This design comes from an exercise in tuning for small area, a short achievable clock period and few clock cycles on the open sky130 flow, not from production work.
No functional check of the RTL was part of any run shown here.
No activity file was given, so power comes from the tool's default toggle rates.

==> design/flow/design.v <==
`timescale 1ns / 1ps
module reg_file(
	input         clk,
	input  [15:1] wen_hi,
	input  [15:1] wen_lo,
	input  [15:0] wr_data,
	input  [15:1] sel_a,
	input  [15:1] sel_b,
	output reg [15:0] rd_a,
	output reg [15:0] rd_b);
	reg [15:0] regs [1:15];
	integer i;
	always @(*) begin
		rd_a = 16'h0000;
		rd_b = 16'h0000;
		for (i = 1; i < 16; i = i + 1) begin
			rd_a = rd_a | (regs[i] & {16{sel_a[i]}});
			rd_b = rd_b | (regs[i] & {16{sel_b[i]}});
		end
	end
	always @(posedge clk)
		for (i = 1; i < 16; i = i + 1) begin
			if (wen_hi[i]) regs[i][15:8] <= wr_data[15:8];
			if (wen_lo[i]) regs[i][7:0]  <= wr_data[7:0];
		end
endmodule
`timescale 1ns / 1ps
module Core(
	input             clk,
	input             rst,                        
	input      [15:0] mem_to_core_data,           
	output     [15:0] core_to_mem_data,           
	output     [23:0] core_to_mem_address,        
	output            core_to_mem_write_enable);  
	localparam ADD  = 4'b0000;
	localparam ADDI = 4'b0001;
	localparam SUB  = 4'b0010;
	localparam LW   = 4'b0011;
	localparam SW   = 4'b0100;
	localparam LUI  = 4'b0101;
	localparam CMP  = 4'b0110;
	localparam BR   = 4'b0111;
	localparam JMP  = 4'b1000;
	localparam SLL  = 4'b1001;
	localparam SLR  = 4'b1010;
	localparam AND  = 4'b1011;
	localparam NAND = 4'b1100;
	localparam OR   = 4'b1101;
	localparam NOT  = 4'b1110;
	localparam LLI  = 4'b1111;
	wire [15:0] md = mem_to_core_data;
	reg [23:0] addr;         
	reg [23:0] save;         
	reg        dslot;        
	reg        dslot_ld;     
	reg        we;           
	reg        a_data;       
	reg        a_ld;         
	reg        nf_lo;        
	reg        nf_kill;      
	reg [3:0]  ld_dest;
	reg        ld_we;
	reg [15:0] ir;           
	reg [15:1] oh_a, oh_b;   
	reg        r_valid;      
	reg        zero, negative;
	reg [15:0] opa, opb;
	reg [15:0] sdata;        
	reg        e_cmp;        
	reg        e_kadd, e_klog;            
	reg        e_cin;                     
	reg [6:0]  e_s0, e_s1;                
	reg [3:0]  e_tt;         
	reg        e_we_hi, e_we_lo;
	reg [3:0]  e_dest;
	wire [15:0] sum;
	wire        cout;
	add16 _add(.a(opa), .b(opb), .cin(e_cin), .s(sum), .cout(cout));
	wire eq = &(opa ^ opb);
	wire lt = cout & ~eq;    
	reg  [15:0] logic_r;
	integer k;
	always @(*)
		for (k = 0; k < 16; k = k + 1)
			logic_r[k] = e_tt[{opa[k], opb[k]}];
	reg [15:0] sh1, shf;
	integer m;
	always @(*) begin
		sh1 = opa & {16{e_s0[3]}};
		for (m = 1; m < 4; m = m + 1) begin
			sh1 = sh1 | ((opa << m) & {16{e_s0[3 - m]}}) | ((opa >> m) & {16{e_s0[3 + m]}});
		end
		shf = sh1 & {16{e_s1[3]}};
		for (m = 1; m < 4; m = m + 1) begin
			shf = shf | ((sh1 << (4 * m)) & {16{e_s1[3 - m]}}) | ((sh1 >> (4 * m)) & {16{e_s1[3 + m]}});
		end
	end
	wire [15:0] other  = ({16{e_klog}} & logic_r) |
	                     shf;
	wire [15:0] result = ({16{e_kadd}} & sum) | other;
	wire        e_hi  = e_we_hi;
	wire        e_lo  = e_we_lo;
	wire        w_hi  = a_ld ? ld_we : e_hi;
	wire        w_lo  = a_ld ? ld_we : e_lo;
	wire [3:0]  w_idx = a_ld ? ld_dest : e_dest;
	wire [15:0] w_data = ({16{a_ld}} & md) | result;    
	reg  [15:1] wen_hi, wen_lo;
	integer p;
	always @(*)
		for (p = 1; p < 16; p = p + 1) begin
			wen_hi[p] = ((e_dest == p) & e_hi) | ((ld_dest == p) & a_ld & ld_we);
			wen_lo[p] = ((e_dest == p) & e_lo) | ((ld_dest == p) & a_ld & ld_we);
		end
	wire [3:0] op = ir[15:12];
	wire [3:0] ra = ir[11:8];
	wire [3:0] rb = ir[7:4];
	wire [7:0] imm = ir[7:0];
	wire [15:0] rf_a, rf_b;
	reg_file _reg_file(
		.clk(clk), .wen_hi(wen_hi), .wen_lo(wen_lo), .wr_data(w_data),
		.sel_a(oh_a), .sel_b(oh_b), .rd_a(rf_a), .rd_b(rf_b));
	reg        d_alu, d_cmp, d_sub, d_imm, d_hi, d_lo, d_desta;
	reg [1:0]  d_sel;
	reg [3:0]  d_tt;
	reg [15:0] d_immv;
	always @(*) begin
		d_alu = 1; d_cmp = 0; d_sub = 0; d_imm = 0; d_hi = 1; d_lo = 1; d_desta = 0;
		d_sel = 2'd0; d_tt = 4'b0000; d_immv = {8'h00, imm};
		case (op)
			ADD:  ;
			ADDI: begin d_imm = 1; d_desta = 1; end
			SUB:  d_sub = 1;
			CMP:  begin d_cmp = 1; d_sub = 1; d_hi = 0; d_lo = 0; end
			SLL:  begin d_imm = 1; d_sel = 2'd2; end
			SLR:  begin d_imm = 1; d_sel = 2'd3; end
			AND:  begin d_sel = 2'd1; d_tt = 4'b1000; end
			NAND: begin d_sel = 2'd1; d_tt = 4'b0111; end
			OR:   begin d_sel = 2'd1; d_tt = 4'b1110; end
			NOT:  begin d_sel = 2'd1; d_tt = 4'b0011; end
			LUI:  begin d_imm = 1; d_sel = 2'd1; d_tt = 4'b1010; d_desta = 1; d_lo = 0; d_immv = {imm, imm}; end
			LLI:  begin d_imm = 1; d_sel = 2'd1; d_tt = 4'b1010; d_desta = 1; d_hi = 0; d_immv = {imm, imm}; end
			default: begin d_alu = 0; d_hi = 0; d_lo = 0; end
		endcase
	end
	wire [3:0] d_dest = d_desta ? ra : rb;
	wire       d_dnz  = (d_dest != 4'd0);
	wire [3:0]  pa = d_sub ? rb : ra;
	wire [3:0]  pb = d_sub ? ra : rb;
	wire ea = (e_dest == pa), eb = (e_dest == pb) & ~d_imm;
	wire la = a_ld & ld_we & (ld_dest == pa), lb = a_ld & ld_we & (ld_dest == pb);
	wire [15:0] ld_a = la ? md : rf_a;
	wire [15:0] ld_br = lb ? md : rf_b;
	wire [15:0] ld_b = d_imm ? d_immv : d_sub ? ~ld_br : ld_br;
	wire [15:0] rx = d_sub ? ~result : result;
	wire [15:0] opa_n = {(ea & e_hi) ? result[15:8] : ld_a[15:8],
	                     (ea & e_lo) ? result[7:0]  : ld_a[7:0]};
	wire [15:0] opb_n = {(eb & e_hi) ? rx[15:8] : ld_b[15:8],
	                     (eb & e_lo) ? rx[7:0]  : ld_b[7:0]};
	wire a_fs    = ~a_data;
	wire kill    = nf_kill | b_hit;
	wire is_ins  = a_fs & ~kill & ~nf_lo;
	wire is_lo   = a_fs & ~kill & nf_lo;
	wire [3:0] mop = md[15:12];
	wire m_sub = (mop == SUB) | (mop == CMP);
	wire needs_lo = (mop == LW) | (mop == SW) | (mop == JMP) |
	                ((mop == BR) & (md[11:8] < 4'd6));
	reg  cond;
	always @(*)
		case (ra[2:0])
			3'd0: cond = zero;
			3'd1: cond = ~zero;
			3'd2: cond = negative;
			3'd3: cond = zero | negative;
			3'd4: cond = ~negative & ~zero;
			default: cond = ~negative | zero;
		endcase
	reg  bpend;              
	wire b_adj    = e_cmp;
	wire lo_ldst  = is_lo & ((op == LW) | (op == SW));
	wire lo_jump  = is_lo & ((op == JMP) | ((op == BR) & (b_adj | cond)));
	wire b_pred   = is_lo & (op == BR) & b_adj;
	wire b_miss   = bpend & ~cond;       
	wire b_hit    = bpend & cond;        
	integer q;
	always @(posedge clk) begin
		save <= addr + 24'd1;
		if (rst) begin
			addr    <= 24'h3c8c;
			dslot   <= 0;
			we      <= 0;
			a_data  <= 0;
			nf_lo   <= 0;
			nf_kill <= 1;
			r_valid <= 0;
			a_ld    <= 0;
			bpend   <= 0;
		end else begin
			if (lo_ldst | lo_jump)
				addr <= {imm, md};
			else if (dslot | b_miss)
				addr <= save;
			else
				addr <= addr + 24'd1;
			dslot    <= lo_ldst;
			dslot_ld <= is_lo & (op == LW);
			we       <= is_lo & (op == SW);
			a_data   <= dslot;
			a_ld     <= dslot & dslot_ld;
			if (a_fs) begin
				if (~kill)
					nf_lo <= is_ins & needs_lo;
				nf_kill <= (lo_jump & ~b_pred) | b_miss;
			end
			bpend <= b_pred;
			r_valid <= is_ins;
		end
		if (is_lo) begin
			ld_dest <= ra;
			ld_we   <= (ra != 4'd0);
		end
		if (is_ins)
			ir <= md;
		for (q = 1; q < 16; q = q + 1) begin
			oh_a[q] <= m_sub ? (md[7:4] == q) : (md[11:8] == q);
			oh_b[q] <= m_sub ? (md[11:8] == q) : (md[7:4] == q);
		end
		if (e_cmp) begin
			zero     <= eq;
			negative <= lt;
		end
		opa <= opa_n;
		if (r_valid & (op == SW))
			sdata <= opa_n;         
		opb <= opb_n;
		e_tt    <= d_tt;
		e_s1[3] <= (imm[3:2] == 2'd0);
		for (q = 1; q < 4; q = q + 1) begin
			e_s1[3 - q] <= (d_sel == 2'd2) & (imm[3:2] == q);
			e_s1[3 + q] <= (d_sel == 2'd3) & (imm[3:2] == q);
		end
		if (rst) begin
			e_cmp   <= 0;
			e_kadd  <= 0;
			e_cin   <= 0;
			e_klog  <= 0;
			e_s0    <= 0;
			e_we_hi <= 0;
			e_we_lo <= 0;
		end else begin
			e_cmp   <= r_valid & d_cmp;
			e_kadd  <= r_valid & d_alu & (d_sel == 2'd0) & ~d_cmp;
			e_cin   <= d_sub;
			e_klog  <= r_valid & d_alu & (d_sel == 2'd1);
			e_s0[3] <= r_valid & d_sel[1] & (imm[1:0] == 2'd0);
			for (q = 1; q < 4; q = q + 1) begin
				e_s0[3 - q] <= r_valid & (d_sel == 2'd2) & (imm[1:0] == q);
				e_s0[3 + q] <= r_valid & (d_sel == 2'd3) & (imm[1:0] == q);
			end
			e_we_hi <= r_valid & d_hi & d_dnz;
			e_we_lo <= r_valid & d_lo & d_dnz;
		end
		e_dest  <= d_dest;
	end
	assign core_to_mem_address      = addr;
	assign core_to_mem_data         = sdata;
	assign core_to_mem_write_enable = we;
endmodule
module add16(
	input  [15:0] a,
	input  [15:0] b,
	input         cin,
	output [15:0] s,
	output        cout);
	wire [15:0] p = a ^ b;
	wire [15:0] g0 = a & b;
	wire [15:0] g = {g0[15:1], g0[0] | (p[0] & cin)};
	wire [15:0] G1, P1, G2, P2, G3, P3, G4, P4;
	genvar i;
	generate
		for (i = 0; i < 16; i = i + 1) begin : pf
			if (i & 1) begin
				assign G1[i] = g[i] | (p[i] & g[i - 1]);
				assign P1[i] = p[i] & p[i - 1];
			end else begin
				assign G1[i] = g[i];
				assign P1[i] = p[i];
			end
			if (i & 2) begin
				assign G2[i] = G1[i] | (P1[i] & G1[(i & ~3) + 1]);
				assign P2[i] = P1[i] & P1[(i & ~3) + 1];
			end else begin
				assign G2[i] = G1[i];
				assign P2[i] = P1[i];
			end
			if (i & 4) begin
				assign G3[i] = G2[i] | (P2[i] & G2[(i & ~7) + 3]);
				assign P3[i] = P2[i] & P2[(i & ~7) + 3];
			end else begin
				assign G3[i] = G2[i];
				assign P3[i] = P2[i];
			end
			if (i & 8) begin
				assign G4[i] = G3[i] | (P3[i] & G3[(i & ~15) + 7]);
				assign P4[i] = P3[i] & P3[(i & ~15) + 7];
			end else begin
				assign G4[i] = G3[i];
				assign P4[i] = P3[i];
			end
		end
	endgenerate
	assign s = p ^ {G4[14:0], cin};
	assign cout = G4[15];
endmodule
==> design/flow/flow/run.sh <==
#!/bin/bash
# The standard layout (standard.sh: same synthesis script, registers and
# steps), with two changes to how cells are picked:
#  - ADDER_MAP_FILE is empty, so synthesis leaves adders to abc as plain logic
#    instead of fixed full/half adder cells;
#  - the input and output port buffers are buf_4 cells instead of the delay
#    buffers (clkdlybuf4s50_1) that buffer_ports picks by default.
# ORFS writes each step's full log under orfs/logs; make's output goes to
# standard.log.
set -euo pipefail
export ADDER_MAP_FILE=
export BUFFER_PORTS_ARGS="-buffer_cell sky130_fd_sc_hd__buf_4"
bash standard.sh > standard.log 2>&1
==> design/flow/standard.sh <==
#!/bin/bash
# synth_recipe.tcl (not shown) runs the flow's synth.tcl, then flattens the netlist and writes it again
# the make line also repeats each setting of config.mk as NAME=value (left out here)
make -C /OpenROAD-flow-scripts/flow DESIGN_CONFIG=/design/flow/config.mk WORK_HOME=/design/flow/orfs CLKGATE_MAP_FILE= SYNTH_SCRIPT=/design/flow/synth_recipe.tcl "${@:-finish}"
==> design/flow/config.mk <==
export PLATFORM = sky130hd
export DESIGN_NAME = Core
export DESIGN_NICKNAME = Core
export VERILOG_FILES = /design/flow/design.v
export SDC_FILE = /design/flow/constraint.sdc
export NUM_CORES = 4
export LEC_CHECK = 0
export CAP_MARGIN = 20
export CORE_MARGIN = 2
export CORE_UTILIZATION = 60
export CTS_CLUSTER_DIAMETER = 150
export CTS_CLUSTER_SIZE = 20
export SETUP_SLACK_MARGIN = 4.4
export SLEW_MARGIN = 20
==> design/flow/constraint.sdc <==
create_clock -name core_clock -period 7.0 [get_ports {clk}]
set_input_delay 1.4000 -clock core_clock [delete_from_list [all_inputs] [get_ports {clk}]]
set_output_delay 1.4000 -clock core_clock [all_outputs]
set_load 0.01 [all_outputs]
==> results.cfg, run 1 <==
[clocking]
clock-root-buffer = clkbuf_16
clock_latency_ps = 580
cts_max_level = 1
postCtsHoldBufs = 0
clk_path_buf_depth = 3
cts_made_buffers = 25
cts_tree = built
cts.reportedPaths.clkPinSlew_ps = 90
cts_num_sinks = 426

[setup_path]
arrival_ps = 3200
rrSetupSlack_ps = 4250
crit-reg2reg-launch = oh_b[2]$_DFF_P_
reg2reg_to = opb[8]$_DFF_P_
crit_fanout = 16
end_kind = flip-flop
r2r_cells = 7
worstPathRequired_ps = 7450
crit_type = flip-flop to flip-flop
worstSetupStartpointType = flip-flop

[timing]
hold_violations = 0
grt_setup_unrepaired = true
clock.fmax_mhz = 363
slew_violations = 0
slew_headroom_pct = 8.84
hold_slack_ps = 470
worst-slew-pin-transition_ps = 1370
finalSetupViolCount = 0
fin_crit_sh_pct = 39.3
fin_ws_ps = 4250
clock_skew_ps = 28.5
finalCriticalPeriod_ps = 2750
fin_setup_tns_ps = 0

[route]
wl_per_cell_um = 30.4
first_pass_iters = 6
drtAntennaViolNets = 0
vias = 16307
first_iter_violations = 2430
drc = 0
wl_um = 68000
routed_via_density = 7.28

[cells_and_area]
multiInputGateArea_um2 = 8560
final_util_pct = 69.7
fill_cells = 2374
drive_gt1_share_pct = 20.7
nNetsFinal = 1797
areaGrowthSynthToFinish_pct = 13.8
regArea_um2 = 11400

[yosys]
synth_top_area_share_pct = 42.1
synth.avg_cell_area_um2 = 11.6
synth_cell_type_count = 69
yosys-top-cells-area = edfxtp_1 42%, dfxtp_1 15%, a22oi_1 5.0%
synthFlopType = edfxtp_1
async_reset_ff_share_pct = 0
synth_edf_count = 280
yosysMostFrequentCell = edfxtp_1
synth_warnings = 3
syn-num-nets = 1744
mappedNetlistArea_um2 = 20000
synthCells = 1726
synth-seq-cells = 426
synth-seq-area-share_pct = 56.7
yosys.area.top_type = edfxtp_1
synthTopCellsByCount = 280 x edfxtp_1, 146 x dfxtp_1, 140 x nand2_1, 133 x a22oi_1, 125 x clkbuf_1

[global_routing]
grt_first_pass_wirelength_um = 98000
antenna_found_initial = 0
overflow = 0
grt_pass1_vias = 15236
grt_max_degree = 47
grt_usage_pct = 37.4

[placed_design]
globalplace.congestion = 0.927
dp_slack_ps = 3280
portBuffers = 58
dp_hpwl_um = 42400

[floorplan]
die_w_um = 186
ios = 59
coreArea_um2 = 32600
fp-row-count = 66
die_h_um = 186
start_util_pct = 61.2
die_area_um2 = 34800

[pwr]
power.total_uw = 5170
vdd_drop_max_mv = 0.243
p_leak_uw = 0.00779
power_density_nw_per_um2 = 227

[min_path]
hp-class = flip-flop to flip-flop
hold-path-cell-count = 1
min_from = addr[0]$_SDFF_PP0_
whs_endpoint = save[0]$_DFF_P_

[flow_run]
drv_cap = 0

[outcome]
status = no timing/DRC/antenna violations
[per-layer routing]
layer | vias to the layer above | track usage, % | routed length, um | share of wire [%]
met5 | - | 0 | 0 | 0
met4 | 0 | 18.3 | 4060 | 6.0
met3 | 303 | 8.69 | 8650 | 13
met2 | 1274 | 58.5 | 30600 | 45
met1 | 7839 | 49.6 | 24700 | 36
li1 | 6891 | - | - | -
[worst max-delay path by stage]
stage,slack [ps],endpoint,from,cells past startpoint
finish,4250,opb[8]$_DFF_P_,oh_b[2]$_DFF_P_,7
global route,4210,opb[6]$_DFF_P_,ir[12]$_DFFE_PP_,11
CTS,4380,sdata[11]$_DFFE_PP_,opa[3]$_DFF_P_,9
detailed placement,3280,opb[8]$_DFF_P_,ir[15]$_DFFE_PP_,9
global placement,3240,sdata[8]$_DFFE_PP_,ir[15]$_DFFE_PP_,9
floorplan,4430,_reg_file.regs[10][11]$_DFFE_PP_,opa[0]$_DFF_P_,10
[layout by cell type (no fill, tap or decap), drive strengths merged, types with 3 or more instances in the layout]
| cell | n |
|---|---|
| a222oi | 60 |
| a21oi | 59 |
| or4 | 3 |
| dfxtp | 146 |
| nand3 | 60 |
| nor2b | 20 |
| o21ai | 85 |
| nand2 | 143 |
| clkbuf | 43 |
| a22o | 54 |
| maj3 | 5 |
| nor4 | 9 |
| and3 | 37 |
| mux2i | 59 |
| o211ai | 23 |
| a21o | 6 |
| edfxtp | 280 |
| or2 | 20 |
| inv | 24 |
| a31oi | 8 |
| a211oi | 4 |
| buf | 172 |
| nor3 | 12 |
| a22oi | 133 |
| nor3b | 4 |
| and2 | 8 |
| o211a | 4 |
| xnor2 | 67 |
| a221oi | 64 |
| nand4 | 42 |
| mux4 | 16 |
| nor2 | 53 |
| mux2 | 4 |
| o22ai | 9 |
| nand2b | 8 |
| xor2 | 30 |
[report_power, final]
group / internal (uW) / switching (uW)
Combinational: 329 / 419
Sequential: 2740 / 157
Clock: 682 / 834
[critical path, stage by stage (launching register included)]
cell      delay [ps]
dfxtp_1         1170
a22oi_1          270
and3_1           290
nand4_1          230
mux2i_4          130
xnor2_1          160
a221oi_1         280
a21oi_1           90
[stage by stage]
stage	instances	instance area (um2)
3_5_place_dp	2116	20700
2_1_floorplan	1726	20000
5_1_grt	2239	22700
4_1_cts	2207	22200
3_3_place_gp	2116	20700
6_report	2240	22700
[area by class of cell]
| type | count | share of cell area, % |
|---|---|---|
| flip-flops and latches | 426 | 50.2 |
| multi-input cells | 1131 | 37.7 |
| repair buffers | 173 | 6.13 |
| clock buffers | 43 | 3.05 |
| well taps | 442 | 2.43 |
| inverters | 22 | 0.363 |
| clock inverters | 2 | 0.110 |
| diodes | 1 | 0.0110 |
[kinds of logic (layout without fill, tap and decap cells)]
family                     Yosys count  count (layout)  share of synthesized area (%)
and+or+nand+nor                    420             425                           10.6
other                                0               1                              0
xor gates and xnor gates            97              97                           4.25
buffers and inverters              175             240                           3.51
muxes                               79              79                           5.03
DFF                                426             426                           56.7
adders and majority gates            5               5                          0.251
AOI/OAI and AO/OA                  524             525                           19.6
[state kept, by name, summed over array words and instances (netlist names), 4 cells and up]
register        flops
oh_b               15
ir                 16
e_s0                7
oh_a               15
opb                16
ld_dest             4
e_tt                4
e_dest              4
addr               24
save               24
e_s1                7
opa                16
_reg_file.regs    240
sdata              16
[repair_timing]
action | 4_1_cts | 5_1_grt
cloned | 5 | 2
endpoints found under the setup margin | 283 | 293
pin swaps | 22 | 27
gates resized for setup | 120 | 53
buffers inserted | 41 | 29
==> run 2, diff against run 1 <==
--- a/design/flow/config.mk
+++ b/design/flow/config.mk
@@ -7,7 +7,7 @@
 export LEC_CHECK = 0
 export CAP_MARGIN = 20
 export CORE_MARGIN = 2
-export CORE_UTILIZATION = 60
+export CORE_UTILIZATION = 75
 export CTS_CLUSTER_DIAMETER = 150
 export CTS_CLUSTER_SIZE = 20
 export SETUP_SLACK_MARGIN = 4.4
==> results.cfg, run 2 <==
[yosys]
synth-seq-cells = 426
synthCells = 1726
synthFlopType = edfxtp_1
synth_cell_type_count = 69
async_reset_ff_share_pct = 0
synth-seq-area-share_pct = 56.7
synth.avg_cell_area_um2 = 11.6
synthTopCellsByCount = 280 x edfxtp_1, 146 x dfxtp_1, 140 x nand2_1, 133 x a22oi_1, 125 x clkbuf_1
mappedNetlistArea_um2 = 20000
yosys.area.top_type = edfxtp_1
syn-num-nets = 1744
synth_warnings = 3
yosys-top-cells-area = edfxtp_1 42%, dfxtp_1 15%, a22oi_1 5.0%
yosysMostFrequentCell = edfxtp_1
synth_edf_count = 280
synth_top_area_share_pct = 42.1

[floorplan]
fp-row-count = 59
ios = 59
die_w_um = 167
start_util_pct = 76.4
die_h_um = 167

[clocking]
cts_max_level = 1
postCtsHoldBufs = 0
clk_path_buf_depth = 3
clock-root-buffer = clkbuf_16
cts_num_sinks = 426
cts_made_buffers = 25

[global_routing]
grt_max_degree = 47
antenna_found_initial = 10

[timing]
crit_endpoint = opb[15]$_DFF_P_/D
worst-ep-kind = register data pin

[placed_design]
dp_hpwl_um = 42600
globalplace.congestion = 0.999
portBuffers = 58

[outcome]
status = did not finish
firstError = [ERROR GRT-0183] Net e_tt\[3\]: the 3D maze router ran out of legal paths (heap underflow) - the net is boxed in by local congestion or blockages.
lastStage = global routing
[run 2: cell families after synthesis]
family | after synthesis | synth area share, %
flip-flops | 426 | 56.7
multiplexers | 79 | 5.03
AND/OR/NAND/NOR | 420 | 10.6
XOR/XNOR | 97 | 4.25
AO/OA/AOI/OAI | 524 | 19.6
adder cells (fa/ha/maj) | 5 | 0.251
buffers and inverters | 175 | 3.51
[run 2: power by group through the flow]
stage                     Clock, uW  Combinational, uW  Sequential, uW
after floorplan                   0                486            2840
after global placement            0                544            2960
after detailed placement          0                558            2960
after CTS                      1500                680            2900
[run 2: worst max-delay path by stage]
stage	startpoint	to	slack, ps	depth (start not counted)
floorplan	opa[0]$_DFF_P_	_reg_file.regs[10][11]$_DFFE_PP_	4430	10
detailed placement	ir[15]$_DFFE_PP_	opb[14]$_DFF_P_	3300	9
CTS	ir[15]$_DFFE_PP_	opb[14]$_DFF_P_	4300	12
global placement	ir[15]$_DFFE_PP_	sdata[0]$_DFFE_PP_	3300	8
[run 2: timing repair]
action	CTS
setup endpoints to repair	279
pin swaps	29
resized for setup	124
cloned	6
setup buffers	48
[run 2: stage by stage]
step                cells  instance area (um2)  setup WS (ps)  total power (uW)  hold WS (ps)
CTS                  2103                22200           4300              5080           471
detailed placement   2003                20500           3300              3520           473
global placement     2002                20500           3300              3500           455
floorplan            1726                20000           4430              3330           420
==> run 3, diff against run 2 <==
--- a/design/flow/design.v
+++ b/design/flow/design.v
@@ -1,8 +1,9 @@
 `timescale 1ns / 1ps
 module reg_file(
 	input         clk,
-	input  [15:1] wen_hi,
-	input  [15:1] wen_lo,
+	input         we_hi,
+	input         we_lo,
+	input  [3:0]  wr_idx,
 	input  [15:0] wr_data,
 	input  [15:1] sel_a,
 	input  [15:1] sel_b,
@@ -19,10 +20,11 @@
 		end
 	end
 	always @(posedge clk)
-		for (i = 1; i < 16; i = i + 1) begin
-			if (wen_hi[i]) regs[i][15:8] <= wr_data[15:8];
-			if (wen_lo[i]) regs[i][7:0]  <= wr_data[7:0];
-		end
+		for (i = 1; i < 16; i = i + 1)
+			if (wr_idx == i) begin
+				if (we_hi) regs[i][15:8] <= wr_data[15:8];
+				if (we_lo) regs[i][7:0]  <= wr_data[7:0];
+			end
 endmodule
 `timescale 1ns / 1ps
 module Core(
@@ -104,20 +106,13 @@
 	wire        w_lo  = a_ld ? ld_we : e_lo;
 	wire [3:0]  w_idx = a_ld ? ld_dest : e_dest;
 	wire [15:0] w_data = ({16{a_ld}} & md) | result;    
-	reg  [15:1] wen_hi, wen_lo;
-	integer p;
-	always @(*)
-		for (p = 1; p < 16; p = p + 1) begin
-			wen_hi[p] = ((e_dest == p) & e_hi) | ((ld_dest == p) & a_ld & ld_we);
-			wen_lo[p] = ((e_dest == p) & e_lo) | ((ld_dest == p) & a_ld & ld_we);
-		end
 	wire [3:0] op = ir[15:12];
 	wire [3:0] ra = ir[11:8];
 	wire [3:0] rb = ir[7:4];
 	wire [7:0] imm = ir[7:0];
 	wire [15:0] rf_a, rf_b;
 	reg_file _reg_file(
-		.clk(clk), .wen_hi(wen_hi), .wen_lo(wen_lo), .wr_data(w_data),
+		.clk(clk), .we_hi(w_hi), .we_lo(w_lo), .wr_idx(w_idx), .wr_data(w_data),
 		.sel_a(oh_a), .sel_b(oh_b), .rd_a(rf_a), .rd_b(rf_b));
 	reg        d_alu, d_cmp, d_sub, d_imm, d_hi, d_lo, d_desta;
 	reg [1:0]  d_sel;
@@ -157,30 +152,27 @@
 	wire [15:0] opb_n = {(eb & e_hi) ? rx[15:8] : ld_b[15:8],
 	                     (eb & e_lo) ? rx[7:0]  : ld_b[7:0]};
 	wire a_fs    = ~a_data;
-	wire kill    = nf_kill | b_hit;
+	wire kill    = nf_kill;
 	wire is_ins  = a_fs & ~kill & ~nf_lo;
 	wire is_lo   = a_fs & ~kill & nf_lo;
 	wire [3:0] mop = md[15:12];
 	wire m_sub = (mop == SUB) | (mop == CMP);
 	wire needs_lo = (mop == LW) | (mop == SW) | (mop == JMP) |
 	                ((mop == BR) & (md[11:8] < 4'd6));
+	wire z_eff = e_cmp ? eq : zero;
+	wire n_eff = e_cmp ? lt : negative;
 	reg  cond;
 	always @(*)
 		case (ra[2:0])
-			3'd0: cond = zero;
-			3'd1: cond = ~zero;
-			3'd2: cond = negative;
-			3'd3: cond = zero | negative;
-			3'd4: cond = ~negative & ~zero;
-			default: cond = ~negative | zero;
+			3'd0: cond = z_eff;
+			3'd1: cond = ~z_eff;
+			3'd2: cond = n_eff;
+			3'd3: cond = z_eff | n_eff;
+			3'd4: cond = ~n_eff & ~z_eff;
+			default: cond = ~n_eff | z_eff;
 		endcase
-	reg  bpend;              
-	wire b_adj    = e_cmp;
 	wire lo_ldst  = is_lo & ((op == LW) | (op == SW));
-	wire lo_jump  = is_lo & ((op == JMP) | ((op == BR) & (b_adj | cond)));
-	wire b_pred   = is_lo & (op == BR) & b_adj;
-	wire b_miss   = bpend & ~cond;       
-	wire b_hit    = bpend & cond;        
+	wire lo_jump  = is_lo & ((op == JMP) | ((op == BR) & cond));
 	integer q;
 	always @(posedge clk) begin
 		save <= addr + 24'd1;
@@ -193,11 +185,10 @@
 			nf_kill <= 1;
 			r_valid <= 0;
 			a_ld    <= 0;
-			bpend   <= 0;
 		end else begin
 			if (lo_ldst | lo_jump)
 				addr <= {imm, md};
-			else if (dslot | b_miss)
+			else if (dslot)
 				addr <= save;
 			else
 				addr <= addr + 24'd1;
@@ -209,9 +200,8 @@
 			if (a_fs) begin
 				if (~kill)
 					nf_lo <= is_ins & needs_lo;
-				nf_kill <= (lo_jump & ~b_pred) | b_miss;
+				nf_kill <= lo_jump;
 			end
-			bpend <= b_pred;
 			r_valid <= is_ins;
 		end
 		if (is_lo) begin
--- a/design/flow/config.mk
+++ b/design/flow/config.mk
@@ -7,7 +7,7 @@
 export LEC_CHECK = 0
 export CAP_MARGIN = 20
 export CORE_MARGIN = 2
-export CORE_UTILIZATION = 75
+export CORE_UTILIZATION = 60
 export CTS_CLUSTER_DIAMETER = 150
 export CTS_CLUSTER_SIZE = 20
 export SETUP_SLACK_MARGIN = 4.4
==> results.cfg, run 3 <==
[route]
wl_um = 69700
drtAntennaViolNets = 0
first_pass_iters = 10
first_iter_violations = 3027
drc = 0
vias = 16487
routed_via_density = 7.41
wl_per_cell_um = 31.3

[global_routing]
grtUsageMet1_pct = 51.5
grt_usage_pct = 38.5
grt.busiest_layer = met2
grt_max_degree = 47
antenna_found_initial = 1
grt_first_pass_wirelength_um = 101000
grt_use_met3_pct = 8.65
overflow = 0
grtUsageMet2_pct = 60.3
grt_pass1_vias = 15410

[floorplan]
die_h_um = 187
fp-row-count = 67
ios = 59
die_w_um = 187
start_util_pct = 60.4
coreArea_um2 = 33300
die_area_um2 = 35000

[timing]
grt_setup_unrepaired = true
hold_slack_ps = 450
clock.fmax_mhz = 356
fin_setup_tns_ps = 0
finalSetupViolCount = 0
worst-slew-pin-transition_ps = 1330
slew_headroom_pct = 11.2
fin_crit_sh_pct = 40.1
finalCriticalPeriod_ps = 2810
fin_ws_ps = 4190
clock_skew_ps = 38.2
hold_violations = 0
slew_violations = 0

[cells_and_area]
drive_gt1_share_pct = 21.4
largest_reg_flops = 240
diodes = 0
regMostFlops = _reg_file.regs
nNetsFinal = 1777
layout_common_cells = 278 x edfxtp_1, 136 x a22oi_1, 121 x buf_4, 117 x nand2_1, 112 x dfxtp_1
top_regs = _reg_file.regs: 240 flops, addr: 24 flops, save: 24 flops
areaGrowthSynthToFinish_pct = 14.1
layout_commonest_cell = edfxtp_1

[yosys]
synth-seq-cells = 425
synth_top_area_share_pct = 41.5
synthFlopType = edfxtp_1
mappedNetlistArea_um2 = 20100
synth-seq-area-share_pct = 56.2
syn-num-nets = 1759
async_reset_ff_share_pct = 0
synth_edf_count = 278
yosysMostFrequentCell = edfxtp_1
synthCells = 1741
yosys-top-cells-area = edfxtp_1 42%, dfxtp_1 15%, a22oi_1 5.2%
yosys.area.top_type = edfxtp_1
synthTopCellsByCount = 278 x edfxtp_1, 147 x dfxtp_1, 138 x a22oi_1, 136 x clkbuf_1, 132 x nand2_1
synth_cell_type_count = 73
synth_warnings = 3
synth.avg_cell_area_um2 = 11.5

[min_path]
min_from = addr[0]$_SDFF_PP0_
whs_endpoint = save[0]$_DFF_P_
hold-path-cell-count = 1
hp-class = flip-flop to flip-flop

[setup_path]
crit-reg2reg-launch = ir[8]$_DFFE_PP_
end_kind = flip-flop
reg2reg_to = addr[5]$_SDFF_PP0_
worstPathRequired_ps = 7440
crit_path_max_incr_delay_ps = 590
crit_fanout = 13
worstSetupStartpointType = flip-flop
worstPathCellList = nor2_1 > o22ai_1 > nand2_1 > nand4_1 > a41o_1 > a2111oi_4 > o31ai_4 > buf_6 > clkbuf_16 > mux2i_1 > nor2_1
rrSetupSlack_ps = 4190
arrival_ps = 3250
r2r_cells = 11
cp_slowest_cell = edfxtp_1
crit_type = flip-flop to flip-flop
cp_common_cell = nor2_1

[pwr]
vdd_drop_max_mv = 0.266
power_density_nw_per_um2 = 232
power.total_uw = 5310
p_leak_uw = 0.00799

[placed_design]
dp_hpwl_um = 43400
portBuffers = 58
globalplace.congestion = 0.945
dp_slack_ps = 3440

[outcome]
status = no timing/DRC/antenna violations

[clocking]
cts_tree = built
cts_max_level = 1
clock-root-buffer = clkbuf_16
clock_latency_ps = 600
cts_made_buffers = 25
postCtsHoldBufs = 0
clk_path_buf_depth = 3
cts_num_sinks = 425
cts.reportedPaths.clkPinSlew_ps = 80

[flow_run]
drv_cap = 0
[run 3: worst max path at each step]
stage	start	endpoint	slack [ps]	depth (start not counted)
global route	ir[8]$_DFFE_PP_	addr[12]$_SDFF_PP1_	4070	11
global placement	ir[12]$_DFFE_PP_	opb[10]$_DFF_P_	3120	9
floorplan	opa[9]$_DFF_P_	addr[10]$_SDFF_PP1_	4270	11
finish	ir[8]$_DFFE_PP_	addr[5]$_SDFF_PP0_	4190	11
CTS	opb[10]$_DFF_P_	addr[12]$_SDFF_PP1_	4160	12
detailed placement	opa[7]$_DFF_P_	_reg_file.regs[5][10]$_DFFE_PP_	3440	8
[run 3: cell type report]
type | count | area (um2)
clock buffers | 43 | 693
flip-flops and latches | 425 | 11400
multi-input cells | 1150 | 8930
inverters | 10 | 37.5
repair buffers | 147 | 1290
clock inverters | 2 | 36.3
fillers | 2438 | 10300
well taps | 448 | 561
[run 3: layer usage]
metal / vias to the layer above / wire length [um]
met4: 2 / 4180
met1: 7915 / 25600
met3: 301 / 9030
met2: 1398 / 30800
met5: - / 13
li1: 6871 / -
[run 3: worst max-delay path: cells and delay by family, from the launching register on]
family / cells / cell delay [ps]
buffers and inverters: 2 / 340
and+or+nand+nor: 4 / 710
DFF: 1 / 590
AOI/OAI and AO/OA: 4 / 900
muxes: 1 / 140
[run 3: report_power, final]
part / internal (uW) / leakage (uW) / total [uW] / switching, uW
Combinational: 384 / 0.00387 / 867 / 483
Clock: 687 / 0.000346 / 1530 / 839
Sequential: 2740 / 0.00377 / 2920 / 178
[run 3: cell families (layout without fill, tap and decap cells)]
family / after synthesis / in the layout / share of synthesized area, %
AO/OA/AOI/OAI: 486 / 486 / 18.7
XOR/XNOR: 100 / 100 / 4.36
adder cells (fa/ha/maj): 4 / 4 / 0.199
buffers and inverters: 169 / 202 / 3.28
flip-flops: 425 / 425 / 56.2
multiplexers: 104 / 104 / 6.37
AND/OR/NAND/NOR: 453 / 456 / 10.9
[run 3: per-stage QoR]
step	instance area (um2)	utilization, %	instances
floorplan	20200	-	1741
global placement	20700	62.1	2106
detailed placement	20700	62.3	2111
CTS	22200	66.6	2193
global route	22900	68.9	2225
finish	22900	68.9	2225
[run 3: what timing repair did]
item	4_1_cts	5_1_grt
buffers inserted	34	26
hold endpoints to repair	0	0
gates resized for setup	118	106
pin swaps	22	30
endpoints found under the setup margin	256	318
gates cloned	3	3

## static timing again, ports no longer ideal
The results above use ideal ports. As a check the final layouts listed here were re-extracted and re-timed, cells and wires unchanged.
Step 1 sets driving cells, clkbuf_16 on the clock port and buf_2 on the other inputs (assumed; they add their load-dependent delay and slew).
Step 2 adds t to the input delays and takes it off the output delays; t is the mean of the earliest and latest rising clock arrival at the registers after step 1. Input paths then give back, and output paths get back, about the clock's delay inside the block.
a / b / c = no drivers / after step 1 / after step 2; a / b = the first two.
run | shift t [ns] | slack for setup (ns) | worst setup path at the end
run 1 | 0.620 | 4.249 / 4.249 / 4.249 | register to register
run 3 | 0.632 | 4.190 / 4.190 / 4.093 | input to register
After both steps every run listed still meets setup and hold. For run 3, which loses most, drivers alone change the setup slack by 0.000 ns; drivers and shift together by -0.097 ns.
